From an optimization exercise on the open Yosys and OpenROAD flow, aimed at small area, a short achievable clock period and few clock cycles per item; shortcuts taken in it are not production practice. Where RTL was checked, it was by simulation tests only, not by an equivalence proof against the original. Only the layout flow was run in run 4; the RTL was not checked for function there.

==> flow/design.v, too long to show whole: its modules and the start of the top module <==
// module phase_lut: 4985 lines
// module cordicManager: 194 lines
// module pfx_add: 25 lines
module cordicManager (
  input           clk_i,
  input           nrst_i,
  input   [23:0]  freq_i,
  input           theta_iteration_valid_i,
  input   [11:0]  theta_iteration_i,
  output          dt_Ticks_valid_o,
  output          next_dt_Ticks_o,
  output  [15:0]  dt_Ticks_o
);
  // ...
==> flow/run.sh <==
#!/bin/bash
# synth_recipe.tcl (not shown) runs the flow's synth.tcl, then flattens the netlist and writes it again
# the make line also repeats each setting of config.mk as NAME=value (left out here)
make -C /OpenROAD-flow-scripts/flow DESIGN_CONFIG=/design/flow/config.mk WORK_HOME=/design/flow/orfs CLKGATE_MAP_FILE= SYNTH_SCRIPT=/design/flow/synth_recipe.tcl finish
==> flow/config.mk <==
export PLATFORM = sky130hd
export DESIGN_NAME = cordicManager
export DESIGN_NICKNAME = cordicManager
export VERILOG_FILES = /design/flow/design.v
export SDC_FILE = /design/flow/constraint.sdc
export NUM_CORES = 4
export LEC_CHECK = 0
export ABC_AREA = 1
export CAP_MARGIN = 20
export CORE_MARGIN = 2
export CORE_UTILIZATION = 40
export SETUP_SLACK_MARGIN = 3
export SLEW_MARGIN = 20
export SYNTH_MEMORY_MAX_BITS = 65536
==> flow/constraint.sdc <==
create_clock -name core_clock -period 8.0 [get_ports {clk_i}]
set_input_delay 1.6000 -clock core_clock [delete_from_list [all_inputs] [get_ports {clk_i}]]
set_output_delay 1.6000 -clock core_clock [all_outputs]
set_load 0.01 [all_outputs]
==> summary.txt, run 1 <==
Outcome
  – Status: finished clean

Global routing
  – Gr ovfl total: 0
  – Initial antenna violation count: 1
  – Tot GR Track Use: between 30% and 40%

Critical path
  – Worst R2R End: dt_r[14]$_DFF_P_
  – Worst setup startpoint: theta_iteration_i[4]
  – Required @ worst endpoint: roughly 8300 ps

Worst hold path
  – Min-delay src: cnt_r[1]$_DFFE_PN0P_
  – Hold WC Path Type: reg2reg

Placed design
  – Placed Area: around 19000 µm²
  – Port-buffer cells: between 40 and 50

Finish
  – # clk buffers: 17
  – Fraction of area in multi-input gates: between 60 and 70%
  – Fraction of layout cells with a size suffix above 1: 9.16%
  – Commonest non-fill, non-tap cells in the layout: 723 x nand2_1, 525 x inv_1, 334 x nor2_1, 177 x nand3_1, 138 x a21oi_1
  – Non-clock buffers: about 100

Drt
  – Wire length per cell: between 20 and 25 µm
  – Met2 wire len: ~36 mm

Synthesis
  – Share of the synthesized area in the top cell type: 15.6%
  – Top FF cell, synth: dfxtp_1
  – Average cell area after synthesis: between 6 and 7 µm²

Timing
  – Final hold vios: 0
  – Max Slew Vio Count: 0
  – RSZ-0062 raised after global routing: true
Testbench counts, summed over its fixed seeds: cycles 7,160, items 512.
==> module cordicManager, before the edit <==
module cordicManager (
  input           clk_i,
  input           nrst_i,
  input   [23:0]  freq_i,
  input           theta_iteration_valid_i,
  input   [11:0]  theta_iteration_i,
  output          dt_Ticks_valid_o,
  output          next_dt_Ticks_o,
  output  [15:0]  dt_Ticks_o
);
localparam [26:0] C1 = 27'd6588397;
reg         busy_r, fin_r, vo_r;
reg [3:0]   cnt_r;
wire start_w = theta_iteration_valid_i & ~busy_r & ~fin_r;
always @(posedge clk_i or negedge nrst_i) begin
  if (~nrst_i) begin
    busy_r <= 1'b0;
    fin_r  <= 1'b0;
    vo_r   <= 1'b0;
    cnt_r  <= 4'd0;
  end else begin
    vo_r <= 1'b0;
    if (start_w) begin
      busy_r <= 1'b1;
      cnt_r  <= 4'd0;
    end else if (busy_r) begin
      cnt_r <= cnt_r + 4'd1;
      if (cnt_r == 4'd10) begin
        busy_r <= 1'b0;
        fin_r  <= 1'b1;
        vo_r   <= 1'b1;
      end
    end else if (fin_r & ~theta_iteration_valid_i) begin
      fin_r <= 1'b0;
    end
  end
end
assign dt_Ticks_valid_o = vo_r;
assign next_dt_Ticks_o  = fin_r & ~theta_iteration_valid_i;
wire [14:0] base_w;
wire [10:0] slope_w;
wire [8:0]  res_w;
phase_lut lut_uut (.theta_i(theta_iteration_i[10:0]), .base_o(base_w), .slope_o(slope_w), .res_o(res_w));
reg  [14:0] base_r;
reg  [10:0] slope_r;
reg  [8:0]  res_r;
reg  [2:0]  tlo_r;
always @(posedge clk_i) begin
  base_r  <= base_w;
  slope_r <= slope_w;
  res_r   <= res_w;
  tlo_r   <= theta_iteration_i[2:0];
end
function [35:0] csa;                 
  input [17:0] x, y, z;
  begin
    csa = {x ^ y ^ z, (x[16:0] & y[16:0]) | (x[16:0] & z[16:0]) | (y[16:0] & z[16:0]), 1'b0};
  end
endfunction
wire [17:0] pp0_w = tlo_r[0] ? {7'd0, slope_r}       : 18'd0;
wire [17:0] pp1_w = tlo_r[1] ? {6'd0, slope_r, 1'b0} : 18'd0;
wire [17:0] pp2_w = tlo_r[2] ? {5'd0, slope_r, 2'b0} : 18'd0;
wire [35:0] cs1_w = csa({base_r, 3'd0}, {6'd0, res_r, 3'd0}, pp0_w);
wire [35:0] cs2_w = csa(cs1_w[35:18], cs1_w[17:0], pp1_w);
wire [35:0] cs3_w = csa(cs2_w[35:18], cs2_w[17:0], pp2_w);
wire [17:0] phx_w;
pfx_add #(18) add_ph (.a_i(cs3_w[35:18]), .b_i(cs3_w[17:0]), .c_i(1'b0), .s_o(phx_w));
wire [14:0] phn_w = phx_w[17:3];
wire [20:0] fp_w = {2'b00, freq_i[17:0], 1'b0};
function [2:0] fbits;                
  input [3:0]  cnt;
  input [20:0] fp;
  begin
    case (cnt)
      4'd1:    fbits = fp[16:14];
      4'd2:    fbits = fp[14:12];
      4'd3:    fbits = fp[12:10];
      4'd4:    fbits = fp[10:8];
      4'd5:    fbits = fp[8:6];
      4'd6:    fbits = fp[6:4];
      4'd7:    fbits = fp[4:2];
      4'd8:    fbits = fp[2:0];
      default: fbits = fp[18:16];
    endcase
  end
endfunction
wire [2:0]  bd_w   = fbits(cnt_r, fp_w);
wire        bneg_w = bd_w[2] & ~(bd_w[1] & bd_w[0]);
wire        bone_w = bd_w[1] ^ bd_w[0];
wire        btwo_w = (bd_w == 3'b011) | (bd_w == 3'b100);
wire [26:0] mag_w  = bone_w ? {5'd0, phn_w, 7'd0} :
                     btwo_w ? {4'd0, phn_w, 8'd0} : 27'd0;
reg  [26:0] db_r;
reg         dneg_r;
always @(posedge clk_i) begin
  db_r   <= bneg_w ? ~mag_w : mag_w;
  dneg_r <= bneg_w;
end
function [26:0] qc_vec;              
  input [3:0] q;
  begin
    case (q)
      4'd4:    qc_vec = ~(C1 * 4);
      4'd3:    qc_vec = ~(C1 * 3);
      4'd2:    qc_vec = ~(C1 * 2);
      4'd1:    qc_vec = ~C1;
      4'd15:   qc_vec = C1;
      4'd14:   qc_vec = C1 * 2;
      4'd13:   qc_vec = C1 * 3;
      4'd12:   qc_vec = C1 * 4;
      default: qc_vec = 27'd0;
    endcase
  end
endfunction
function sum_neg;
  input [5:0] x, y, k;
  reg   [5:0] hs, hc, g, p;
  reg         c5;
  begin
    hs = x ^ y ^ k;
    hc = {(x[4:0] & y[4:0]) | (x[4:0] & k[4:0]) | (y[4:0] & k[4:0]), 1'b0};
    g  = hs & hc;
    p  = hs | hc;
    c5 = g[4] | (p[4] & g[3]) | (p[4] & p[3] & g[2]) | (p[4] & p[3] & p[2] & g[1]) |
         (p[4] & p[3] & p[2] & p[1] & g[0]);
    sum_neg = hs[5] ^ hc[5] ^ c5;
  end
endfunction
function [3:0] qsel;
  input [5:0] x, y;
  reg [7:0] t;                       
  begin
    t[0] = ~sum_neg(x, y, 6'd12);
    t[1] = ~sum_neg(x, y, 6'd9);
    t[2] = ~sum_neg(x, y, 6'd6);
    t[3] = ~sum_neg(x, y, 6'd3);
    t[4] = ~sum_neg(x, y, 6'd63);
    t[5] = ~sum_neg(x, y, 6'd60);
    t[6] = ~sum_neg(x, y, 6'd57);
    t[7] = ~sum_neg(x, y, 6'd54);
    qsel = t[7] ? 4'd4 : t[6] ? 4'd3 : t[5] ? 4'd2 : t[4] ? 4'd1 : t[3] ? 4'd0 :
           t[2] ? 4'd15 : t[1] ? 4'd14 : t[0] ? 4'd13 : 4'd12;
  end
endfunction
reg  [24:0] ws_r, wc_r;
reg  [17:0] qa_r;                    
reg  [3:0]  qd_r;                    
wire [26:0] a_w   = {ws_r, 2'b00};
wire [26:0] c_w   = {wc_r, 1'b0, dneg_r};
wire [26:0] s1_w  = a_w ^ c_w ^ db_r;
wire [26:0] c1_w  = {(a_w[25:0] & c_w[25:0]) | (a_w[25:0] & db_r[25:0]) | (c_w[25:0] & db_r[25:0]), 1'b0};
wire [3:0]  q_w   = qsel(s1_w[26:21], c1_w[26:21]);
wire [26:0] kc_w  = qc_vec(q_w);
wire [26:0] s2_w  = s1_w ^ c1_w ^ kc_w;
wire [26:0] c2_w  = {(s1_w[25:0] & c1_w[25:0]) | (s1_w[25:0] & kc_w[25:0]) | (c1_w[25:0] & kc_w[25:0]),
                     ~q_w[3] & (q_w != 4'd0)};
wire [17:0] qsum_w;
pfx_add #(18) add_qs (.a_i({qa_r[15:0], 2'b00}), .b_i({{14{qd_r[3]}}, qd_r}), .c_i(1'b0), .s_o(qsum_w));
always @(posedge clk_i) begin
  if (cnt_r == 4'd0) begin
    ws_r <= freq_i[17] ? {3'd0, phn_w, 7'd0} : 25'd0;
    wc_r <= 25'd0;
    qa_r <= 18'd0;
    qd_r <= 4'd0;
  end else begin
    ws_r <= s2_w[24:0];
    wc_r <= c2_w[24:0];
    qa_r <= qsum_w;
    qd_r <= q_w;
  end
end
wire [24:0] w_w;
pfx_add #(25) add_w (.a_i(ws_r), .b_i(wc_r), .c_i(1'b0), .s_o(w_w));
wire signed [24:0] ws_s = w_w;
wire f0_w = ~w_w[24];
wire a1_w = ws_s >= 25'sd3395707;
wire a2_w = ws_s >= 25'sd203017;
wire a3_w = ws_s >= 25'sd3598724;
wire b1_w = ws_s >= -25'sd3192690;
wire b2_w = ws_s >= -25'sd6385380;
wire b3_w = ws_s >= -25'sd2989673;
wire s1_sel = (qsum_w >= 18'd41723)  | ((qsum_w == 18'd41722)  & b1_w) | ((qsum_w == 18'd41721)  & a1_w);
wire s2_sel = (qsum_w >= 18'd83445)  | ((qsum_w == 18'd83444)  & b2_w) | ((qsum_w == 18'd83443)  & a2_w);
wire s3_sel = (qsum_w >= 18'd125166) | ((qsum_w == 18'd125165) & b3_w) | ((qsum_w == 18'd125164) & a3_w);
wire [15:0] kj_w = s3_sel ? (a3_w ? 16'd5908  : b3_w ? 16'd5907  : 16'd5906)  :
                   s2_sel ? (a2_w ? 16'd47629 : b2_w ? 16'd47628 : 16'd47627) :
                   s1_sel ? (a1_w ? 16'd23815 : b1_w ? 16'd23814 : 16'd23813) :
                            (f0_w ? 16'd0     : 16'd65535);
wire [15:0] dt_w;
pfx_add #(16) add_dt (.a_i(qsum_w[15:0]), .b_i(kj_w), .c_i(1'b0), .s_o(dt_w));
reg  [15:0] dt_r;
always @(posedge clk_i) dt_r <= dt_w;
assign dt_Ticks_o = dt_r;
endmodule
==> run 2: changes to the inputs <==
--- a/flow/design.v
+++ b/flow/design.v
@@ -1,3 +1,4 @@
+`timescale 1ns / 1ps
 module phase_lut(theta_i, base_o, slope_o, res_o);
   input [10:0] theta_i;
   wire [10:0] theta_i;
@@ -5011,7 +5012,7 @@
       cnt_r  <= 4'd0;
     end else if (busy_r) begin
       cnt_r <= cnt_r + 4'd1;
-      if (cnt_r == 4'd10) begin
+      if (cnt_r == 4'd7) begin
         busy_r <= 1'b0;
         fin_r  <= 1'b1;
         vo_r   <= 1'b1;
@@ -5052,102 +5053,140 @@
 wire [17:0] phx_w;
 pfx_add #(18) add_ph (.a_i(cs3_w[35:18]), .b_i(cs3_w[17:0]), .c_i(1'b0), .s_o(phx_w));
 wire [14:0] phn_w = phx_w[17:3];
-wire [20:0] fp_w = {2'b00, freq_i[17:0], 1'b0};
-function [2:0] fbits;                
+wire [19:0] fp_w = {1'b0, freq_i[17:0], 1'b0};
+function [3:0] fbits;                
   input [3:0]  cnt;
-  input [20:0] fp;
+  input [19:0] fp;
   begin
     case (cnt)
-      4'd1:    fbits = fp[16:14];
-      4'd2:    fbits = fp[14:12];
-      4'd3:    fbits = fp[12:10];
-      4'd4:    fbits = fp[10:8];
-      4'd5:    fbits = fp[8:6];
-      4'd6:    fbits = fp[6:4];
-      4'd7:    fbits = fp[4:2];
-      4'd8:    fbits = fp[2:0];
-      default: fbits = fp[18:16];
+      4'd1:    fbits = fp[15:12];
+      4'd2:    fbits = fp[12:9];
+      4'd3:    fbits = fp[9:6];
+      4'd4:    fbits = fp[6:3];
+      4'd5:    fbits = fp[3:0];
+      default: fbits = fp[18:15];
     endcase
   end
 endfunction
-wire [2:0]  bd_w   = fbits(cnt_r, fp_w);
-wire        bneg_w = bd_w[2] & ~(bd_w[1] & bd_w[0]);
-wire        bone_w = bd_w[1] ^ bd_w[0];
-wire        btwo_w = (bd_w == 3'b011) | (bd_w == 3'b100);
-wire [26:0] mag_w  = bone_w ? {5'd0, phn_w, 7'd0} :
-                     btwo_w ? {4'd0, phn_w, 8'd0} : 27'd0;
-reg  [26:0] db_r;
+wire [3:0]  bd_w   = fbits(cnt_r, fp_w);
+wire        bneg_w = bd_w[3] & ~(bd_w[2] & bd_w[1] & bd_w[0]);
+wire [2:0]  bsum_w = {1'b0, bd_w[2], 1'b0} + {2'b00, bd_w[1]} + {2'b00, bd_w[0]};   
+wire [2:0]  bmag_w = bd_w[3] ? 3'd4 - bsum_w : bsum_w;
+wire [16:0] ph3_w;
+pfx_add #(17) add_ph3 (.a_i({2'b00, phn_w}), .b_i({1'b0, phn_w, 1'b0}), .c_i(1'b0), .s_o(ph3_w));
+wire [27:0] mag_w  = (bmag_w == 3'd1) ? {6'd0, phn_w, 7'd0} :
+                     (bmag_w == 3'd2) ? {5'd0, phn_w, 8'd0} :
+                     (bmag_w == 3'd3) ? {4'd0, ph3_w, 7'd0} :
+                     (bmag_w == 3'd4) ? {4'd0, phn_w, 9'd0} : 28'd0;
+reg  [27:0] db_r;
 reg         dneg_r;
 always @(posedge clk_i) begin
   db_r   <= bneg_w ? ~mag_w : mag_w;
   dneg_r <= bneg_w;
 end
-function [26:0] qc_vec;              
-  input [3:0] q;
+function [27:0] qc_vec;              
+  input [4:0] q;
   begin
     case (q)
-      4'd4:    qc_vec = ~(C1 * 4);
-      4'd3:    qc_vec = ~(C1 * 3);
-      4'd2:    qc_vec = ~(C1 * 2);
-      4'd1:    qc_vec = ~C1;
-      4'd15:   qc_vec = C1;
-      4'd14:   qc_vec = C1 * 2;
-      4'd13:   qc_vec = C1 * 3;
-      4'd12:   qc_vec = C1 * 4;
-      default: qc_vec = 27'd0;
+      5'd1:    qc_vec = ~(C1 * 1);
+      5'd2:    qc_vec = ~(C1 * 2);
+      5'd3:    qc_vec = ~(C1 * 3);
+      5'd4:    qc_vec = ~(C1 * 4);
+      5'd5:    qc_vec = ~(C1 * 5);
+      5'd6:    qc_vec = ~(C1 * 6);
+      5'd7:    qc_vec = ~(C1 * 7);
+      5'd8:    qc_vec = ~(C1 * 8);
+      5'd9:    qc_vec = ~(C1 * 9);
+      5'd31:   qc_vec = C1 * 1;
+      5'd30:   qc_vec = C1 * 2;
+      5'd29:   qc_vec = C1 * 3;
+      5'd28:   qc_vec = C1 * 4;
+      5'd27:   qc_vec = C1 * 5;
+      5'd26:   qc_vec = C1 * 6;
+      5'd25:   qc_vec = C1 * 7;
+      5'd24:   qc_vec = C1 * 8;
+      5'd23:   qc_vec = C1 * 9;
+      default: qc_vec = 28'd0;
     endcase
   end
 endfunction
 function sum_neg;
-  input [5:0] x, y, k;
-  reg   [5:0] hs, hc, g, p;
-  reg         c5;
+  input [6:0] x, y, k;
+  reg   [6:0] hs, hc, g, p;
+  reg         c6;
   begin
     hs = x ^ y ^ k;
-    hc = {(x[4:0] & y[4:0]) | (x[4:0] & k[4:0]) | (y[4:0] & k[4:0]), 1'b0};
+    hc = {(x[5:0] & y[5:0]) | (x[5:0] & k[5:0]) | (y[5:0] & k[5:0]), 1'b0};
     g  = hs & hc;
     p  = hs | hc;
-    c5 = g[4] | (p[4] & g[3]) | (p[4] & p[3] & g[2]) | (p[4] & p[3] & p[2] & g[1]) |
-         (p[4] & p[3] & p[2] & p[1] & g[0]);
-    sum_neg = hs[5] ^ hc[5] ^ c5;
+    c6 = g[5] | (p[5] & g[4]) | (p[5] & p[4] & g[3]) | (p[5] & p[4] & p[3] & g[2]) |
+         (p[5] & p[4] & p[3] & p[2] & g[1]) | (p[5] & p[4] & p[3] & p[2] & p[1] & g[0]);
+    sum_neg = hs[6] ^ hc[6] ^ c6;
   end
 endfunction
-function [3:0] qsel;
-  input [5:0] x, y;
-  reg [7:0] t;                       
+function [4:0] qsel;
+  input [6:0] x, y;
+  reg [17:0] t;                      
   begin
-    t[0] = ~sum_neg(x, y, 6'd12);
-    t[1] = ~sum_neg(x, y, 6'd9);
-    t[2] = ~sum_neg(x, y, 6'd6);
-    t[3] = ~sum_neg(x, y, 6'd3);
-    t[4] = ~sum_neg(x, y, 6'd63);
-    t[5] = ~sum_neg(x, y, 6'd60);
-    t[6] = ~sum_neg(x, y, 6'd57);
-    t[7] = ~sum_neg(x, y, 6'd54);
-    qsel = t[7] ? 4'd4 : t[6] ? 4'd3 : t[5] ? 4'd2 : t[4] ? 4'd1 : t[3] ? 4'd0 :
-           t[2] ? 4'd15 : t[1] ? 4'd14 : t[0] ? 4'd13 : 4'd12;
+    t[0] = ~sum_neg(x, y, 7'd28);
+    t[1] = ~sum_neg(x, y, 7'd25);
+    t[2] = ~sum_neg(x, y, 7'd21);
+    t[3] = ~sum_neg(x, y, 7'd18);
+    t[4] = ~sum_neg(x, y, 7'd15);
+    t[5] = ~sum_neg(x, y, 7'd12);
+    t[6] = ~sum_neg(x, y, 7'd9);
+    t[7] = ~sum_neg(x, y, 7'd6);
+    t[8] = ~sum_neg(x, y, 7'd3);
+    t[9] = ~sum_neg(x, y, 7'd127);
+    t[10] = ~sum_neg(x, y, 7'd124);
+    t[11] = ~sum_neg(x, y, 7'd121);
+    t[12] = ~sum_neg(x, y, 7'd118);
+    t[13] = ~sum_neg(x, y, 7'd115);
+    t[14] = ~sum_neg(x, y, 7'd112);
+    t[15] = ~sum_neg(x, y, 7'd109);
+    t[16] = ~sum_neg(x, y, 7'd106);
+    t[17] = ~sum_neg(x, y, 7'd102);
+    qsel = t[17] ? 5'd9 :
+           t[16] ? 5'd8 :
+           t[15] ? 5'd7 :
+           t[14] ? 5'd6 :
+           t[13] ? 5'd5 :
+           t[12] ? 5'd4 :
+           t[11] ? 5'd3 :
+           t[10] ? 5'd2 :
+           t[9] ? 5'd1 :
+           t[8] ? 5'd0 :
+           t[7] ? 5'd31 :
+           t[6] ? 5'd30 :
+           t[5] ? 5'd29 :
+           t[4] ? 5'd28 :
+           t[3] ? 5'd27 :
+           t[2] ? 5'd26 :
+           t[1] ? 5'd25 :
+           t[0] ? 5'd24 :
+           5'd23;
   end
 endfunction
 reg  [24:0] ws_r, wc_r;
 reg  [17:0] qa_r;                    
-reg  [3:0]  qd_r;                    
-wire [26:0] a_w   = {ws_r, 2'b00};
-wire [26:0] c_w   = {wc_r, 1'b0, dneg_r};
-wire [26:0] s1_w  = a_w ^ c_w ^ db_r;
-wire [26:0] c1_w  = {(a_w[25:0] & c_w[25:0]) | (a_w[25:0] & db_r[25:0]) | (c_w[25:0] & db_r[25:0]), 1'b0};
-wire [3:0]  q_w   = qsel(s1_w[26:21], c1_w[26:21]);
-wire [26:0] kc_w  = qc_vec(q_w);
-wire [26:0] s2_w  = s1_w ^ c1_w ^ kc_w;
-wire [26:0] c2_w  = {(s1_w[25:0] & c1_w[25:0]) | (s1_w[25:0] & kc_w[25:0]) | (c1_w[25:0] & kc_w[25:0]),
-                     ~q_w[3] & (q_w != 4'd0)};
+reg  [4:0]  qd_r;                    
+wire [27:0] a_w   = {ws_r, 3'b000};
+wire [27:0] c_w   = {wc_r, 2'b00, dneg_r};
+wire [27:0] s1_w  = a_w ^ c_w ^ db_r;
+wire [27:0] c1_w  = {(a_w[26:0] & c_w[26:0]) | (a_w[26:0] & db_r[26:0]) | (c_w[26:0] & db_r[26:0]), 1'b0};
+wire [4:0]  q_w   = qsel(s1_w[27:21], c1_w[27:21]);
+wire [27:0] kc_w  = qc_vec(q_w);
+wire [27:0] s2_w  = s1_w ^ c1_w ^ kc_w;
+wire [27:0] c2_w  = {(s1_w[26:0] & c1_w[26:0]) | (s1_w[26:0] & kc_w[26:0]) | (c1_w[26:0] & kc_w[26:0]),
+                     ~q_w[4] & (q_w != 5'd0)};
 wire [17:0] qsum_w;
-pfx_add #(18) add_qs (.a_i({qa_r[15:0], 2'b00}), .b_i({{14{qd_r[3]}}, qd_r}), .c_i(1'b0), .s_o(qsum_w));
+pfx_add #(18) add_qs (.a_i({qa_r[14:0], 3'b000}), .b_i({{13{qd_r[4]}}, qd_r}), .c_i(1'b0), .s_o(qsum_w));
 always @(posedge clk_i) begin
   if (cnt_r == 4'd0) begin
     ws_r <= freq_i[17] ? {3'd0, phn_w, 7'd0} : 25'd0;
     wc_r <= 25'd0;
     qa_r <= 18'd0;
-    qd_r <= 4'd0;
+    qd_r <= 5'd0;
   end else begin
     ws_r <= s2_w[24:0];
     wc_r <= c2_w[24:0];
==> summary.txt, run 2 <==
Critical path
  – Reg2Reg Setup Slack: 2580 ps
  – Crit path largest cell delay: 540 ps
  – Worst path slowest cell: fa_1
  – Crit path DAT: ~5800 ps
  – Setup crit end kind: flop
  – Worst Path Max Fanout: 6
  – Worst R2R Path Depth: 33
  – Worst setup startpoint: tlo_r[0]$_DFF_P_
  – Critical Path Most Common Cell: nand2_2
  – Required @ worst endpoint: 8340 ps (+40 ps)
  – Worst setup SP type: flop
  – CP top delay family: adder cells
  – WS Path Type: reg2reg
  – R2r startpoint: tlo_r[0]$_DFF_P_
  – Worst R2R End: db_r[18]$_DFF_P_
  – CP bufs+invs: 8

Drt
  – DR vias/cell: slightly below 6
  – Starting DRT DRC Count: 2351
  – Remaining antenna violation count after routing: 0
  – Number of iterations in the first detailed-routing pass: 6
  – Met2 wire len: 40.3 mm (+11%)
  – Vias: between 20000 and 25000
  – WL final: slightly below 90 mm
  – Routed met3 length: around 6.5 mm
  – DRC Markers: 0
  – Wire length per cell: 23.3 µm (+6.0%)
  – M1 WL: 33.2 mm
  – Max layer used: met4

Synthesis
  – Synth async-reset ratio: 4.73%
  – Largest cells by area after synthesis: dfxtp_1 15%, nand2_1 12%, inv_1 11%, ha_1 10%, fa_1 7.4%
  – Share of the synthesized area in the top cell type: 15.2% (-0.47 points)
  – Cells after Synth: between 2000 and 3000
  – Synth Warn #: 5
  – Top FF cell, synth: dfxtp_1
  – Post-synthesis instance area: approximately 19000 µm²
  – Sequential share of the synthesized area: 16.1%
  – Average cell area after synthesis: 6.32 µm² (+4.0%)
  – Synth cell count leaders: 573 x nand2_1, 528 x inv_1, 349 x nor2_1, 185 x o21ai_0, 184 x a21oi_1
  – Most common cell in the netlist: nand2_1
  – Yosys cell types: 76
  – #FFs+latches synth: 148
  – Syn Nets: around 3200
  – Area leader, netlist: dfxtp_1
  – Number of synthesized flops with an enable pin: 0

Finish
  – Largest regs: ws_r (25), wc_r (24), db_r (19)
  – Biggest register: ws_r
  – Commonest non-fill, non-tap cells in the layout: 527 x nand2_1, 503 x inv_1, 325 x nor2_1, 166 x o21ai_0, 151 x a21oi_1
  – Fraction of layout cells with a size suffix above 1: 17.9% (+8.7 points)
  – Max reg flops: 25
  – Post-layout nets: 3369
  – Area delta synth->final: 24.1%
  – Most common library cell in the layout ignoring fill and taps: nand2_1

Timing
  – Max Slew Vio Count: 0 (unchanged)
  – Final setup TNS: 0 ps
  – Min Hold Slack: around 550 ps
  – Fin crit period: 5420 ps
  – RSZ-0062 raised after global routing: true
  – Worst rel slew slack: 31.0%
  – Final hold vios: 0 (unchanged)
  – Setup Skew: 14.1 ps
  – Period utilization: approximately two thirds
  – Worst Max-Slew Pin Slew: around 1000 ps
  – Setup Viol. Count Final: 0
  – Max Fclk: 185 MHz

Worst hold path
  – Min-delay src: fin_r$_DFFE_PN0P_
  – Hold endpoint: fin_r$_DFFE_PN0P_
  – Hold path depth: 2
  – Hold WC Path Type: reg2reg

Placed design
  – GPL Wtd Cong: approximately 1.1
  – Port-buffer cells: 49 (unchanged)
  – DP HPWL: approximately 66 mm

Clocking
  – TritonCTS clock tree: done
  – CTS clk-pin slew, worst paths: 70 ps
  – Clk sinks: 148
  – Worst skew pair latency: 470 ps
  – H-tree levels: 4
  – Root buffer cell: clkbuf_16
  – Clock buffer count from CTS: 17
  – Clk buf depth: 2

Die
  – Ports: between 50 and 60
  – Die H: 220 µm
  – Die area: between 40000 and 50000 µm²
  – Die width: about 220 µm
  – Core area: between 40000 and 50000 µm²
  – Std-Cell Rows: slightly below 80
  – Initial Utilization: roughly 40%

Flow run
  – Max-cap violations: 0

Global routing
  – Vias in the first global route: 21195
  – First-pass GRT wire length: roughly 130 mm
  – Largest net degree at the start of global routing: 58
  – Initial antenna violation count: 1 (unchanged)
  – Tot GR Track Use: 35.0% (+1.5 points)
  – Gr ovfl total: 0 (unchanged)

Outcome
  – Status: finished clean
run 2: cell count changes after synthesis, sizes merged, moves of 10 or more:
cell	change
nand2	-180
o21ai	+68
xor2	+39
a21oi	+36
nand3	-35
ha	+19
xnor2	+14
a31oi	+13
nor2	-13
o21bai	+13
o22ai	-12
nand3b	-10
nor3	+10
run 2: timing repair:
action | CTS | global route
endpoints found under the setup margin | 55 | 57
pin swaps | 100 | 89
setup buffers | 83 | 36
gates resized for setup | 191 | 171
hold buffers | 0 | 0
run 2: how the worst max path moves through the flow:
stage | cells past startpoint | end | slack (ps)
6_report | 33 | db_r[18]$_DFF_P_ | 2580
5_1_grt | 32 | db_r[22]$_DFF_P_ | 2290
4_1_cts | 34 | db_r[22]$_DFF_P_ | 2700
3_5_place_dp | 31 | db_r[21]$_DFF_P_ | 2110
3_3_place_gp | 14 | base_r[6]$_DFF_P_ | 2100
2_1_floorplan | 35 | db_r[22]$_DFF_P_ | 2890
run 2: area by class of cell:
| type | count | area, µm² |
|---|---|---|
| fill | 4619 | 23200 |
| multi-input combinational | 2169 | 14800 |
| sequential | 148 | 3010 |
| inverter | 557 | 2110 |
| timing repair buffer | 219 | 1870 |
| tap | 607 | 759 |
| clock buffer | 19 | 443 |
| clock inverter | 12 | 120 |
| antenna | 1 | 2.50 |
run 2: worst min-delay path, cell delays in order, from the launching register on:
cell     delay (ps)
dfrtp_1         340
o21ai_0          80
o21ai_0          90
run 2: cells by family after synthesis:
| kind of cell | count (synthesis) | share of synthesized area (%) |
|---|---|---|
| xor+xnor | 105 | 5.24 |
| buf+inv | 627 | 12.8 |
| flops | 148 | 16.1 |
| simple gates | 1215 | 27.7 |
| fa+ha+maj | 218 | 17.4 |
| compound gates | 631 | 20.6 |
run 2: metal layers:
metal  global-route usage (%)  vias to the layer above
met4                     24.7                        0
met1                     41.2                    10338
met3                     5.04                      384
met2                     58.4                     1248
li1                         -                     9935
met5                        0                        -
run 2: stage by stage:
stage                     instances  setup WS (ps)  cell area (µm²)  utilization, %
after floorplan                2944           2890            18700               -
after global placement         3581           2100            20000            43.3
after detailed placement       3581           2110            20000            43.3
after CTS                      3695           2700            22100            47.7
after global routing           3731           2290            23100            49.9
final                          3732           2580            23100            49.9
Testbench counts of run 2, summed over its fixed seeds: cycles 5,624, items 512.
==> run 3: changes to the inputs <==
--- a/flow/config.mk
+++ b/flow/config.mk
@@ -9,6 +9,6 @@
 export CAP_MARGIN = 20
 export CORE_MARGIN = 2
 export CORE_UTILIZATION = 40
-export SETUP_SLACK_MARGIN = 3
+export SETUP_SLACK_MARGIN = 2.5
 export SLEW_MARGIN = 20
 export SYNTH_MEMORY_MAX_BITS = 65536
==> summary.txt, run 3 <==
Timing
  – Setup Skew: 16.5 ps (+2.46 ps)
  – Final setup TNS: 0 ps (unchanged)
  – Fin crit period: 5510 ps (+97.3 ps)
  – Worst Max-Slew Pin Slew: 1050 ps (+20.8 ps)
  – Worst rel slew slack: 29.6% (-1.4 points)
  – RSZ-0062 raised after global routing: true
  – Setup Viol. Count Final: 0 (unchanged)
  – Period utilization: 68.9% (+1.2 points)
  – Max Fclk: 181 MHz (-1.8%)
  – Final hold vios: 0 (unchanged)
  – Max Slew Vio Count: 0 (unchanged)

Worst hold path
  – Hold WC Path Type: reg2reg
  – Min-delay src: fin_r$_DFFE_PN0P_
  – Hold path depth: 2 (unchanged)
  – Hold endpoint: fin_r$_DFFE_PN0P_

Critical path
  – Critical Path Most Common Cell: nand2_1
  – Worst path slowest cell: ha_2
  – Required @ worst endpoint: 8290 ps (-50 ps)
  – Worst Path Max Fanout: 16 (+10)
  – CP bufs+invs: 4 (-4)
  – Worst R2R Path Depth: 29 (-12%)
  – Crit path largest cell delay: 710 ps (+170 ps)
  – R2r startpoint: tlo_r[0]$_DFF_P_
  – Reg2Reg Setup Slack: 2610 ps (+30 ps)
  – Cell Chain, Critical Path: clkdlybuf4s50_1 -> buf_4 -> clkinv_1 -> ha_2 -> nand2_1 -> nand2_1 -> nand2_1 -> inv_1 -> nor2_1 -> ha_1 -> nor2_1 -> o21ai_0 -> nand3_1 -> nand3_1 -> a221oi_1 -> nand2_1
  – CP top delay family: buffers and inverters
  – Worst R2R End: db_r[19]$_DFF_P_
  – WS Path Type: in2reg
  – Worst setup SP type: input port
  – Crit path DAT: 5800 ps (+50 ps)
  – Setup crit end kind: flop

Drt
  – Starting DRT DRC Count: 2222 (-5.5%)
  – WL final: 84.9 mm (-2.4%)
  – DRC Markers: 0 (unchanged)
  – Number of iterations in the first detailed-routing pass: 6 (unchanged)
  – DR vias/cell: 5.81 (-1.1%)
  – Remaining antenna violation count after routing: 0 (unchanged)
  – Wire length per cell: 23.1 µm (-0.89%)
  – Vias: 21345 (-2.6%)

Clocking
  – Clk sinks: 148 (unchanged)
  – CTS clk-pin slew, worst paths: 70 ps (about the same)
  – TritonCTS clock tree: done
  – Root buffer cell: clkbuf_16
  – H-tree levels: 4 (unchanged)
  – Hold-fix buffers at CTS: 0 (unchanged)
  – Worst skew pair latency: 450 ps (-20 ps)
  – Clk buf depth: 2 (unchanged)
  – Clock buffer count from CTS: 17 (unchanged)

Finish
  – Final instance count without filler cells: 3677 (-1.5%)
  – Max reg flops: 25 (unchanged)
  – Filler cell count: 4749 (+2.8%)
  – Register area: 3010 µm² (-0.12%)
  – Commonest non-fill, non-tap cells in the layout: 544 x nand2_1, 511 x inv_1, 335 x nor2_1, 170 x o21ai_0, 164 x a21oi_1
  – Most common library cell in the layout ignoring fill and taps: nand2_1
  – Footprint of the multi-input gates: 14300 µm² (-3.4%)
  – Fraction of layout cells with a size suffix above 1: 13.5% (-4.4 points)
  – Ant. Diodes: 0 (-1)
  – Largest regs: ws_r (25), wc_r (24), db_r (19)
  – Post-layout nets: 3314 (-1.6%)
  – Biggest register: ws_r
  – Area delta synth->final: 18.9%

Synthesis
  – Yosys cell types: 76 (unchanged)
  – Share of the synthesized area in the top cell type: 15.2% (unchanged)
  – Number of synthesized flops with an enable pin: 0 (unchanged)
  – Most common cell in the netlist: nand2_1
  – #FFs+latches synth: 148 (unchanged)
  – Sequential share of the synthesized area: 16.1% (unchanged)
  – Synth Warn #: 5 (unchanged)
  – Synth cell count leaders: 573 x nand2_1, 528 x inv_1, 349 x nor2_1, 185 x o21ai_0, 184 x a21oi_1
  – Average cell area after synthesis: 6.32 µm² (unchanged)
  – Syn Nets: 3201 (unchanged)
  – Post-synthesis instance area: 18600 µm² (unchanged)
  – Top FF cell, synth: dfxtp_1
  – Synth async-reset ratio: 4.73% (unchanged)
  – Largest cells by area after synthesis: dfxtp_1 15%, nand2_1 12%, inv_1 11%, ha_1 10%, fa_1 7.4%
  – Area leader, netlist: dfxtp_1
  – Cells after Synth: 2944 (unchanged)

Placed design
  – GPL Wtd Cong: 1.06 (-1.8%)
  – Cell count after placement: 3584 (+0.084%)
  – DP HPWL: 65.5 mm (-0.64%)
  – Port-buffer cells: 49 (unchanged)

Flow run
  – Max-cap violations: 0 (unchanged)

Die
  – Std-Cell Rows: 79 (unchanged)
  – Die width: 220 µm (unchanged)
  – Ports: 57 (unchanged)
  – Core area: 46300 µm² (unchanged)
  – Die H: 220 µm (unchanged)
  – Die area: 48300 µm² (unchanged)
  – Initial Utilization: 40.2% (unchanged)

Global routing
  – First-pass GRT wire length: 123 mm (-2.5%)
  – Largest net degree at the start of global routing: 58 (unchanged)
  – Initial antenna violation count: 2 (+1)
  – Gr ovfl total: 0 (unchanged)
  – Vias in the first global route: 20469 (-3.4%)
  – Tot GR Track Use: 34.0% (-0.94 points)

Outcome
  – Status: finished clean
run 3: changes by cell type in the layout (fill, tap and decap cells not counted), moves of 13 or more:
cell and change:
ha_1 +20, a21oi_1 +13, buf_6 -22, nand2_1 +17, buf_4 -33, ha_4 -13
a21oi_2 -13
run 3: through the flow:
| stage | utilization [%] | cell area (µm²) | hold slack, ps | worst slack (ps) |
|---|---|---|---|---|
| final | 47.8 | 22100 | 519 | 2490 |
| after detailed placement | 43.2 | 20000 | 514 | 2050 |
| after global placement | 43.2 | 20000 | 495 | 2080 |
| after global routing | 47.8 | 22100 | 576 | 2240 |
| after CTS | 45.0 | 20800 | 531 | 2500 |
| after floorplan | - | 18600 | 469 | 2680 |
run 3: per-layer routing:
metal	share of wire (%)	wire [µm]	vias to the layer above	track usage [%]
li1	-	-	9830	-
met4	7.0	5910	6	20.9
met5	0.045	38	-	0
met2	47	39900	1097	57.9
met3	7.7	6500	351	5.36
met1	38	32600	10061	40.1
run 3: what timing repair did:
item	in CTS	in global routing
setup buffers	12	49
endpoints found under the hold margin	0	0
pin swaps	7	96
endpoints found under the setup margin	9	44
resized for setup	28	200
run 3: worst max path at each step:
stage                                    to  slack, ps  depth (start not counted)            startpoint
after floorplan            db_r[22]$_DFF_P_       2680                         34      tlo_r[0]$_DFF_P_
after global placement    base_r[6]$_DFF_P_       2080                         16  theta_iteration_i[5]
after detailed placement   db_r[22]$_DFF_P_       2050                         31      tlo_r[0]$_DFF_P_
after CTS                  db_r[21]$_DFF_P_       2500                         31      tlo_r[0]$_DFF_P_
after global routing       db_r[21]$_DFF_P_       2240                         31      tlo_r[0]$_DFF_P_
final                     base_r[6]$_DFF_P_       2490                         16  theta_iteration_i[5]
run 3: area by class of cell:
type	count	share of cell area, %
clock buffers	18	1.94
clock inverters	14	0.763
inverters	557	9.49
multi-input cells	2169	64.5
flip-flops and latches	148	13.6
well taps	607	3.43
repair buffers	164	6.23
run 3: kinds of logic (layout without fill, tap and decap cells):
logic type / after synthesis / count (layout) / share of synthesized area, %
flip-flops: 148 / 148 / 16.1
AO/OA/AOI/OAI: 631 / 631 / 20.6
buffers and inverters: 627 / 753 / 12.8
AND/OR/NAND/NOR: 1215 / 1215 / 27.7
adder cells (fa/ha/maj): 218 / 218 / 17.4
XOR/XNOR: 105 / 105 / 5.24
run 3: worst register-to-register path: cells and delay by family, from the launching register on:
family	cells	cell delay [ps]
xor gates and xnor gates	3	510
buffers and inverters	7	620
and+or+nand+nor	4	320
adders and majority gates	5	2080
AOI/OAI and AO/OA	10	1350
DFF	1	380
==> run 4: changes to the inputs <==
--- a/flow/design.v
+++ b/flow/design.v
@@ -5012,7 +5012,7 @@
       cnt_r  <= 4'd0;
     end else if (busy_r) begin
       cnt_r <= cnt_r + 4'd1;
-      if (cnt_r == 4'd7) begin
+      if (cnt_r == 4'd8) begin
         busy_r <= 1'b0;
         fin_r  <= 1'b1;
         vo_r   <= 1'b1;
@@ -5059,11 +5059,11 @@
   input [19:0] fp;
   begin
     case (cnt)
-      4'd1:    fbits = fp[15:12];
-      4'd2:    fbits = fp[12:9];
-      4'd3:    fbits = fp[9:6];
-      4'd4:    fbits = fp[6:3];
-      4'd5:    fbits = fp[3:0];
+      4'd2:    fbits = fp[15:12];
+      4'd3:    fbits = fp[12:9];
+      4'd4:    fbits = fp[9:6];
+      4'd5:    fbits = fp[6:3];
+      4'd6:    fbits = fp[3:0];
       default: fbits = fp[18:15];
     endcase
   end
@@ -5072,12 +5072,18 @@
 wire        bneg_w = bd_w[3] & ~(bd_w[2] & bd_w[1] & bd_w[0]);
 wire [2:0]  bsum_w = {1'b0, bd_w[2], 1'b0} + {2'b00, bd_w[1]} + {2'b00, bd_w[0]};   
 wire [2:0]  bmag_w = bd_w[3] ? 3'd4 - bsum_w : bsum_w;
-wire [16:0] ph3_w;
-pfx_add #(17) add_ph3 (.a_i({2'b00, phn_w}), .b_i({1'b0, phn_w, 1'b0}), .c_i(1'b0), .s_o(ph3_w));
-wire [27:0] mag_w  = (bmag_w == 3'd1) ? {6'd0, phn_w, 7'd0} :
-                     (bmag_w == 3'd2) ? {5'd0, phn_w, 8'd0} :
-                     (bmag_w == 3'd3) ? {4'd0, ph3_w, 7'd0} :
-                     (bmag_w == 3'd4) ? {4'd0, phn_w, 9'd0} : 28'd0;
+wire [16:0] ph3n_w;
+pfx_add #(17) add_ph3 (.a_i({2'b00, phn_w}), .b_i({1'b0, phn_w, 1'b0}), .c_i(1'b0), .s_o(ph3n_w));
+reg  [14:0] ph_r;
+reg  [16:0] ph3_r;
+always @(posedge clk_i) begin
+  ph_r  <= phn_w;
+  ph3_r <= ph3n_w;
+end
+wire [27:0] mag_w  = (bmag_w == 3'd1) ? {6'd0, ph_r, 7'd0} :
+                     (bmag_w == 3'd2) ? {5'd0, ph_r, 8'd0} :
+                     (bmag_w == 3'd3) ? {4'd0, ph3_r, 7'd0} :
+                     (bmag_w == 3'd4) ? {4'd0, ph_r, 9'd0} : 28'd0;
 reg  [27:0] db_r;
 reg         dneg_r;
 always @(posedge clk_i) begin
@@ -5182,8 +5188,8 @@
 wire [17:0] qsum_w;
 pfx_add #(18) add_qs (.a_i({qa_r[14:0], 3'b000}), .b_i({{13{qd_r[4]}}, qd_r}), .c_i(1'b0), .s_o(qsum_w));
 always @(posedge clk_i) begin
-  if (cnt_r == 4'd0) begin
-    ws_r <= freq_i[17] ? {3'd0, phn_w, 7'd0} : 25'd0;
+  if (cnt_r[3:1] == 3'd0) begin
+    ws_r <= freq_i[17] ? {3'd0, ph_r, 7'd0} : 25'd0;
     wc_r <= 25'd0;
     qa_r <= 18'd0;
     qd_r <= 5'd0;
--- a/flow/config.mk
+++ b/flow/config.mk
@@ -9,6 +9,6 @@
 export CAP_MARGIN = 20
 export CORE_MARGIN = 2
 export CORE_UTILIZATION = 40
-export SETUP_SLACK_MARGIN = 2.5
+export SETUP_SLACK_MARGIN = 3
 export SLEW_MARGIN = 20
 export SYNTH_MEMORY_MAX_BITS = 65536
==> summary.txt, run 4 <==
Outcome
  – Status: finished clean

Critical path
  – CP bufs+invs: 5 (+1)
  – Worst setup startpoint: qd_r[4]$_SDFF_PP0_
  – Worst setup SP type: flop
  – Worst setup endpoint: dt_r[15]$_DFF_P_
  – Worst R2R End: dt_r[15]$_DFF_P_
  – Required @ worst endpoint: 8350 ps (+60 ps)
  – R2r startpoint: qd_r[4]$_SDFF_PP0_
  – WS Path Type: reg2reg
  – Worst path slowest cell: dfxtp_4
  – Crit path largest cell delay: 390 ps (-320 ps)
  – Worst Path Max Fanout: 6 (-10)
  – CP top delay family: simple AND/OR/NAND/NOR gates
  – Crit path depth: 35 (+19)
  – Reg2Reg Setup Slack: 2710 ps (+100 ps)
  – Worst R2R Path Depth: 35 (+21%)
  – Crit path DAT: 5640 ps (-160 ps)
  – Setup crit end kind: flop

Synthesis
  – Post-synthesis instance area: 19200 µm² (+3.1%)
  – Largest family of logic cells by synthesized area: simple AND/OR/NAND/NOR gates
  – Synth Area in Compound Gates: 19.8% (-0.82 points)
  – Post-synthesis simple-gate area fraction: 26.4% (-1.3 points)
  – Syn Nets: 3224 (+0.72%)
  – Yosys cell types: 75 (-1.3%)
  – Top FF cell, synth: dfxtp_1
  – Post-synthesis mux area share: 0% (unchanged)
  – Synth Warn #: 5 (unchanged)
  – #FFs+latches synth: 179 (+21%)
  – Synth async-reset ratio: 3.91% (-0.82 points)
  – Synth cell count leaders: 558 x nand2_1, 527 x inv_1, 339 x nor2_1, 191 x a21oi_1, 180 x o21ai_0
  – Sequential share of the synthesized area: 18.9% (+2.8 points)
  – Post-Synth Adder-Cell Area: 17.1% (-0.35 points)
  – Largest cells by area after synthesis: dfxtp_1 18%, nand2_1 11%, inv_1 10%, ha_1 9.8%, fa_1 7.3%
  – Share of the synthesized area in the top cell type: 17.9% (+2.8 points)
  – Number of synthesized flops with an enable pin: 0 (unchanged)
  – Area leader, netlist: dfxtp_1
  – Most common cell in the netlist: nand2_1
  – Average cell area after synthesis: 6.47 µm² (+2.4%)
  – Cells after Synth: 2965 (+0.71%)
  – XOR/XNOR share of the synthesized area: 5.18% (-0.066 points)

Clocking
  – Root buffer cell: clkbuf_16
  – Worst skew pair latency: 450 ps (about the same)
  – Clk sinks: 179 (+21%)
  – H-tree levels: 4 (unchanged)
  – Clk buf depth: 2 (unchanged)
  – Hold-fix buffers at CTS: 0 (unchanged)
  – CTS clk-pin slew, worst paths: 70 ps (about the same)
  – TritonCTS clock tree: done
  – Clock buffer count from CTS: 17 (unchanged)

Placed design
  – Post-place setup slack: 2180 ps (+131 ps)
  – Port-buffer cells: 49 (unchanged)
  – GPL Wtd Cong: 1.06 (about the same)
  – Placed Area: 20500 µm² (+2.4%)
  – DP HPWL: 65.8 mm (+0.39%)

Finish
  – Footprint of the multi-input gates: 14400 µm² (+0.70%)
  – Max reg flops: 25 (unchanged)
  – Most common library cell in the layout ignoring fill and taps: nand2_1
  – Fraction of layout cells with a size suffix above 1: 15.4% (+2.0 points)
  – Post-layout nets: 3342 (+0.84%)
  – Register area: 3630 µm² (+21%)
  – Biggest register: ws_r
  – Largest regs: ws_r (25), wc_r (24), db_r (19)
  – Finished Core Util: 48.3% (+0.42 points)
  – Filler cell count: 4856 (+2.3%)
  – Area delta synth->final: 19.6%
  – Commonest non-fill, non-tap cells in the layout: 525 x nand2_1, 506 x inv_1, 320 x nor2_1, 171 x o21ai_0, 165 x dfxtp_1
  – Post-route cell area: 22900 µm² (+3.7%)

Global routing
  – Vias in the first global route: 21020 (+2.7%)
  – Initial antenna violation count: 1 (-1)
  – First-pass GRT wire length: 125 mm (+1.9%)
  – Largest net degree at the start of global routing: 73 (+26%)
  – Tot GR Track Use: 33.1% (-0.90 points)
  – Gr ovfl total: 0 (unchanged)

Timing
  – Worst Max-Slew Pin Slew: 1050 ps (+3.04 ps)
  – Final hold vios: 0 (unchanged)
  – Period utilization: 66.2% (-2.7 points)
  – Min Hold Slack: 521 ps (+1.14 ps)
  – Max Slew Vio Count: 0 (unchanged)
  – Final setup TNS: 0 ps (unchanged)
  – Setup Viol. Count Final: 0 (unchanged)
  – RSZ-0062 raised after global routing: true
  – Setup Skew: 17.3 ps (+0.772 ps)
  – Worst rel slew slack: 29.4% (-0.20 points)
  – Fin crit period: 5290 ps (-220 ps)
  – Crit path setup slack, layout: 2710 ps (+220 ps)
  – Max Fclk: 189 MHz (+4.1%)

Die
  – Ports: 57 (unchanged)
  – Die H: 223 µm (+1.5%)
  – Core area: 47500 µm² (+2.8%)
  – Initial Utilization: 40.4% (+0.12 points)
  – Die area: 49700 µm² (+3.0%)
  – Std-Cell Rows: 80 (+1.3%)
  – Die width: 223 µm (+1.5%)

Worst hold path
  – Hold WC Path Type: reg2reg

Drt
  – Met2 wire len: 39.7 mm (-0.39%)
  – Max layer used: met4
  – Routed met3 length: 5.87 mm (-9.7%)
  – Vias: 21471 (+0.59%)
  – DR vias/cell: 5.78 (-0.36%)
  – M1 WL: 32.1 mm (-1.5%)
  – DRC Markers: 0 (unchanged)
  – Starting DRT DRC Count: 1871 (-16%)
  – Wire length per cell: 22.7 µm (-1.5%)
  – Number of iterations in the first detailed-routing pass: 6 (unchanged)
  – Remaining antenna violation count after routing: 0 (unchanged)
  – WL final: 84.4 mm (-0.57%)

Flow run
  – Max-cap violations: 0 (unchanged)
## run 4: cell count changes after synthesis, moves of 10 or more
cell	previous run	this run
dfxtp_1	141	172
nand2_1	573	558
inv_2	16	30
xor2_1	74	85
nor2_1	349	339
## run 4: logic make-up (layout without fill, tap and decap cells)
group / after synthesis / count (layout)
and+or+nand+nor: 1194 / 1194
buffers and inverters: 640 / 771
AOI/OAI and AO/OA: 622 / 622
adders and majority gates: 220 / 220
DFF: 179 / 179
xor gates and xnor gates: 110 / 110
other: 0 / 1
## run 4: worst min-delay path by stage
stage | from | to | cells past startpoint
after floorplan | ph_r[1]$_DFF_P_ | ws_r[8]$_DFF_P_ | 2
after global placement | ph_r[1]$_DFF_P_ | ws_r[8]$_DFF_P_ | 2
after detailed placement | ph_r[1]$_DFF_P_ | ws_r[8]$_DFF_P_ | 2
after CTS | ph_r[1]$_DFF_P_ | ws_r[8]$_DFF_P_ | 2
after global routing | ph_r[5]$_DFF_P_ | ws_r[12]$_DFF_P_ | 2
final | ph_r[1]$_DFF_P_ | ws_r[8]$_DFF_P_ | 2
## run 4: final cells by class
type / count / area share (%)
Antenna cell: 1 / 0.0109
Clock buffer: 18 / 1.87
Clock inverter: 14 / 0.649
Inverter: 568 / 9.33
Multi-Input combinational cell: 2146 / 62.7
Sequential cell: 179 / 15.8
Tap cell: 615 / 3.35
Timing Repair Buffer: 171 / 6.27
## run 4: what timing repair did
| item | CTS | global route |
|---|---|---|
| endpoints found under the setup margin | 26 | 74 |
| gates resized for setup | 106 | 175 |
| setup buffers | 44 | 38 |
| pin swaps | 61 | 86 |
| gates cloned | 0 | 0 |
## run 4: per-layer routing
metal	vias to the layer above	track usage, %
met5	-	0
met3	342	5.31
met4	0	22.9
met2	1038	56.1
li1	9876	-
met1	10215	38.4
## run 4: through the flow
step	instances
floorplan	2965
global placement	3597
detailed placement	3597
CTS	3673
global route	3711
finish	3712
## run 4: worst reg2reg max path: cells and delay by family (launching register included)
family          cells  cell delay, ps
simple gates       15            1780
compound gates     11            1470
fa+ha+maj           2             600
buf+inv             5             540
xor+xnor            2             400
flops               1             390
==> run 5: changes to the inputs <==
--- a/flow/design.v
+++ b/flow/design.v
@@ -5012,7 +5012,7 @@
       cnt_r  <= 4'd0;
     end else if (busy_r) begin
       cnt_r <= cnt_r + 4'd1;
-      if (cnt_r == 4'd8) begin
+      if (cnt_r == 4'd7) begin
         busy_r <= 1'b0;
         fin_r  <= 1'b1;
         vo_r   <= 1'b1;
@@ -5059,11 +5059,11 @@
   input [19:0] fp;
   begin
     case (cnt)
-      4'd2:    fbits = fp[15:12];
-      4'd3:    fbits = fp[12:9];
-      4'd4:    fbits = fp[9:6];
-      4'd5:    fbits = fp[6:3];
-      4'd6:    fbits = fp[3:0];
+      4'd1:    fbits = fp[15:12];
+      4'd2:    fbits = fp[12:9];
+      4'd3:    fbits = fp[9:6];
+      4'd4:    fbits = fp[6:3];
+      4'd5:    fbits = fp[3:0];
       default: fbits = fp[18:15];
     endcase
   end
@@ -5072,18 +5072,20 @@
 wire        bneg_w = bd_w[3] & ~(bd_w[2] & bd_w[1] & bd_w[0]);
 wire [2:0]  bsum_w = {1'b0, bd_w[2], 1'b0} + {2'b00, bd_w[1]} + {2'b00, bd_w[0]};   
 wire [2:0]  bmag_w = bd_w[3] ? 3'd4 - bsum_w : bsum_w;
-wire [16:0] ph3n_w;
-pfx_add #(17) add_ph3 (.a_i({2'b00, phn_w}), .b_i({1'b0, phn_w, 1'b0}), .c_i(1'b0), .s_o(ph3n_w));
 reg  [14:0] ph_r;
-reg  [16:0] ph3_r;
-always @(posedge clk_i) begin
-  ph_r  <= phn_w;
-  ph3_r <= ph3n_w;
-end
-wire [27:0] mag_w  = (bmag_w == 3'd1) ? {6'd0, ph_r, 7'd0} :
-                     (bmag_w == 3'd2) ? {5'd0, ph_r, 8'd0} :
-                     (bmag_w == 3'd3) ? {4'd0, ph3_r, 7'd0} :
-                     (bmag_w == 3'd4) ? {4'd0, ph_r, 9'd0} : 28'd0;
+always @(posedge clk_i) ph_r <= phn_w;
+wire [16:0] ph3_w;
+pfx_add #(17) add_ph3 (.a_i({2'b00, ph_r}), .b_i({1'b0, ph_r, 1'b0}), .c_i(1'b0), .s_o(ph3_w));
+wire        first_w = (cnt_r == 4'd0);
+wire        bm3_w   = (bmag_w == 3'd3);
+wire [27:0] mag0_w  = (bmag_w == 3'd1)            ? {6'd0, phn_w, 7'd0} :
+                      (bmag_w == 3'd2 || (bm3_w & ~bneg_w)) ? {5'd0, phn_w, 8'd0} :
+                      (bmag_w == 3'd4 || (bm3_w &  bneg_w)) ? {4'd0, phn_w, 9'd0} : 28'd0;
+wire [27:0] magn_w  = (bmag_w == 3'd1) ? {6'd0, ph_r, 7'd0} :
+                      (bmag_w == 3'd2) ? {5'd0, ph_r, 8'd0} :
+                      (bmag_w == 3'd3) ? {4'd0, ph3_w, 7'd0} :
+                      (bmag_w == 3'd4) ? {4'd0, ph_r, 9'd0} : 28'd0;
+wire [27:0] mag_w   = first_w ? mag0_w : magn_w;
 reg  [27:0] db_r;
 reg         dneg_r;
 always @(posedge clk_i) begin
@@ -5188,9 +5190,9 @@
 wire [17:0] qsum_w;
 pfx_add #(18) add_qs (.a_i({qa_r[14:0], 3'b000}), .b_i({{13{qd_r[4]}}, qd_r}), .c_i(1'b0), .s_o(qsum_w));
 always @(posedge clk_i) begin
-  if (cnt_r[3:1] == 3'd0) begin
-    ws_r <= freq_i[17] ? {3'd0, ph_r, 7'd0} : 25'd0;
-    wc_r <= 25'd0;
+  if (cnt_r == 4'd0) begin
+    ws_r <= freq_i[17] ? {3'd0, phn_w, 7'd0} : 25'd0;
+    wc_r <= bm3_w ? {6'd0, phn_w, 4'd0} : 25'd0;    
     qa_r <= 18'd0;
     qd_r <= 5'd0;
   end else begin
--- a/flow/config.mk
+++ b/flow/config.mk
@@ -8,7 +8,7 @@
 export ABC_AREA = 1
 export CAP_MARGIN = 20
 export CORE_MARGIN = 2
-export CORE_UTILIZATION = 40
-export SETUP_SLACK_MARGIN = 3
+export CORE_UTILIZATION = 50
+export SETUP_SLACK_MARGIN = 2.5
 export SLEW_MARGIN = 20
 export SYNTH_MEMORY_MAX_BITS = 65536
==> summary.txt, run 5 <==
Finish
  – Most common library cell in the layout ignoring fill and taps: nand2_1
  – Area delta synth->final: 13.2%
  – Final instance count without filler cells: 3660 (-1.4%)
  – Max reg flops: 25 (unchanged)
  – Largest regs: ws_r (25), wc_r (24), db_r (19)
  – Footprint of the multi-input gates: 14400 µm² (about the same)
  – Register area: 3310 µm² (-8.9%)
  – Commonest non-fill, non-tap cells in the layout: 608 x nand2_1, 497 x inv_1, 314 x nor2_1, 231 x o21ai_0, 178 x a21oi_1
  – Biggest register: ws_r
  – Filler cell count: 3548 (-27%)
  – Fraction of layout cells with a size suffix above 1: 9.33% (-6.1 points)
  – Post-layout nets: 3387 (+1.3%)

Drt
  – Starting DRT DRC Count: 3363 (+80%)
  – Wire length per cell: 24.4 µm (+7.4%)
  – WL final: 89.4 mm (+5.9%)
  – Vias: 23498 (+9.4%)
  – Number of iterations in the first detailed-routing pass: 15 (+9)
  – Remaining antenna violation count after routing: 0 (unchanged)
  – DRC Markers: 0 (unchanged)
  – DR vias/cell: 6.42 (+11%)

Clocking
  – Clk buf depth: 2 (unchanged)
  – H-tree levels: 4 (unchanged)
  – Root buffer cell: clkbuf_16
  – CTS clk-pin slew, worst paths: 80 ps (about the same)
  – Clk sinks: 163 (-8.9%)
  – TritonCTS clock tree: done
  – Worst skew pair latency: 460 ps (about the same)
  – Hold-fix buffers at CTS: 0 (unchanged)
  – Clock buffer count from CTS: 17 (unchanged)

Flow run
  – Max-cap violations: 0 (unchanged)

Die
  – Initial Utilization: 50.5% (+10 points)
  – Std-Cell Rows: 72 (-10%)
  – Ports: 57 (unchanged)
  – Core area: 38500 µm² (-19%)
  – Die area: 40400 µm² (-19%)
  – Die H: 201 µm (-9.8%)
  – Die width: 201 µm (-9.8%)

Synthesis
  – Top FF cell, synth: dfxtp_1
  – Yosys cell types: 71 (-5.3%)
  – Synth Warn #: 5 (unchanged)
  – #FFs+latches synth: 163 (-8.9%)
  – Synth async-reset ratio: 4.29% (+0.38 points)
  – Average cell area after synthesis: 6.32 µm² (-2.4%)
  – Syn Nets: 3332 (+3.3%)
  – Synth cell count leaders: 623 x nand2_1, 500 x inv_1, 325 x nor2_1, 239 x o21ai_0, 200 x a21oi_1
  – Largest cells by area after synthesis: dfxtp_1 16%, nand2_1 12%, ha_1 9.7%, inv_1 9.7%, fa_1 7.2%
  – Area leader, netlist: dfxtp_1
  – Cells after Synth: 3073 (+3.6%)
  – Number of synthesized flops with an enable pin: 0 (unchanged)
  – Share of the synthesized area in the top cell type: 16.1% (-1.9 points)
  – Sequential share of the synthesized area: 17.0% (-1.9 points)
  – Post-synthesis instance area: 19400 µm² (+1.2%)
  – Most common cell in the netlist: nand2_1

Critical path
  – Crit path largest cell delay: 400 ps (about the same)
  – Setup crit end kind: flop
  – Worst Path Max Fanout: 5 (-1)
  – R2r startpoint: ws_r[12]$_DFF_P_
  – CP bufs+invs: 1 (-4)
  – WS Path Type: reg2reg
  – Crit path DAT: 5940 ps (+300 ps)
  – CP top delay family: compound AO/OA/AOI/OAI gates
  – Required @ worst endpoint: 8380 ps (+30 ps)
  – Worst path slowest cell: dfxtp_1
  – Worst setup SP type: flop
  – Critical Path Most Common Cell: nand2_1
  – Worst setup startpoint: ws_r[12]$_DFF_P_

Global routing
  – Tot GR Track Use: 41.8% (+8.7 points)
  – First-pass GRT wire length: 129 mm (+3.4%)
  – Vias in the first global route: 22371 (+6.4%)
  – Initial antenna violation count: 1 (unchanged)
  – Gr ovfl total: 0 (unchanged)
  – Largest net degree at the start of global routing: 63 (-14%)

Timing
  – RSZ-0062 raised after global routing: true
  – Setup Skew: 12.3 ps (-5.03 ps)
  – Final hold vios: 0 (unchanged)
  – Setup Viol. Count Final: 0 (unchanged)
  – Max Fclk: 180 MHz (-4.7%)
  – Crit path setup slack, layout: 2440 ps (-261 ps)
  – Period utilization: 69.4% (+3.3 points)
  – Min Hold Slack: 518 ps (-2.38 ps)
  – Worst Max-Slew Pin Slew: 935 ps (-120 ps)
  – Fin crit period: 5560 ps (+261 ps)
  – Final setup TNS: 0 ps (unchanged)
  – Worst rel slew slack: 37.5% (+8.0 points)
  – Max Slew Vio Count: 0 (unchanged)

Outcome
  – Status: finished clean

Worst hold path
  – Hold WC Path Type: reg2reg
  – Min-delay src: cnt_r[2]$_DFFE_PN0P_

Placed design
  – DP HPWL: 65.6 mm (-0.22%)
  – Port-buffer cells: 49 (unchanged)
  – Post-place setup slack: 2060 ps (-124 ps)
  – GPL Wtd Cong: 1.15 (+8.2%)
  – Cell count after placement: 3607 (+0.28%)
## run 5: cell types whose count changed after synthesis, moves of 14 or more
cell     delta
nand3_1    +20
dfxtp_1    -16
inv_1      -27
nand2_1    +65
o21ai_1    +16
o21ai_0    +59
nor2_1     -14
## run 5: worst paths after layout
check	end	slack, ps	cells past startpoint
setup / recovery	dt_r[14]$_DFF_P_	2440	33
hold / removal	cnt_r[2]$_DFFE_PN0P_	520	1
setup reg to reg	dt_r[14]$_DFF_P_	2440	33
hold reg to reg	cnt_r[2]$_DFFE_PN0P_	520	1
max in group asynchronous	cnt_r[2]$_DFFE_PN0P_	6380	1
min in group asynchronous	vo_r$_DFF_PN0_	1390	1
## run 5: cells by family after synthesis
family | Yosys count | synth area share (%)
buffers and inverters | 621 | 12.1
AOI/OAI and AO/OA | 720 | 22.2
and+or+nand+nor | 1251 | 27.1
DFF | 163 | 17.0
adders and majority gates | 220 | 16.9
xor gates and xnor gates | 98 | 4.67
## run 5: layout make-up
| class | count | area share (%) |
|---|---|---|
| timing repair buffer | 117 | 4.56 |
| antenna | 2 | 0.0228 |
| clock inverter | 13 | 0.746 |
| inverter | 540 | 9.24 |
| tap | 518 | 2.95 |
| clock buffer | 18 | 2.00 |
| multi-input combinational | 2289 | 65.4 |
| sequential | 163 | 15.1 |
## run 5: worst reg2reg max path, delay by kind of cell (launching register included)
kind	cells	cell delay, ps
buffers and inverters	1	100
and+or+nand+nor	15	1660
xor gates and xnor gates	2	520
AOI/OAI and AO/OA	12	1910
adders and majority gates	3	910
DFF	1	400
## run 5: per-layer routing
layer / GRT usage, % / wire, µm
met3: 9.74 / 9590
met1: 47.8 / 31500
met5: 0 / 15
met4: 31.6 / 8180
met2: 68.2 / 40100
## run 5: what timing repair did
action                                  CTS  global route
endpoints found under the setup margin    6            41
buffers inserted                          4            16
resized for setup                        24           120
pin swaps                                 5            34
## run 5: metrics by stage
step	util, %	instance area (µm²)
floorplan	-	19400
global placement	53.5	20600
detailed placement	53.5	20600
CTS	55.5	21300
global route	57.1	22000
finish	57.1	22000
Testbench counts of run 5, summed over its fixed seeds: cycles 5,624, items 512.

[separate check: timing with driven ports]
No port has a modelled driver above. Below, the same layouts with a new extraction and two added sets of constraints. Step 1: set_driving_cell puts a clkbuf_16 on clk_i and a buf_2 on each other input, an assumption about the parent block. Step 2 adds t to the input delays and takes it off the output delays; t is the mean of the earliest and latest rising clock arrival at the registers after step 1. Input paths then give back, and output paths get back, about the clock's delay inside the block. a / b / c = no drivers / after step 1 / after step 2; a / b = the first two.
run | t (ns) | setup slack, ns | latest minus earliest clock arrival (ns)
run 1 | 0.513 | 2.998 / 3.023 / 2.510 | 0.016 / 0.016
run 2 | 0.523 | 2.584 / 2.584 / 2.397 | 0.014 / 0.014
run 3 | 0.496 | 2.487 / 2.515 / 2.018 | 0.016 / 0.017
run 4 | 0.497 | 2.706 / 2.706 / 2.601 | 0.018 / 0.018
run 5 | 0.512 | 2.445 / 2.445 / 2.197 | 0.013 / 0.013
After both steps setup and hold are still met in every run listed. For run 1, which loses most, drivers alone change the setup slack by +0.025 ns; drivers and shift together by -0.488 ns.
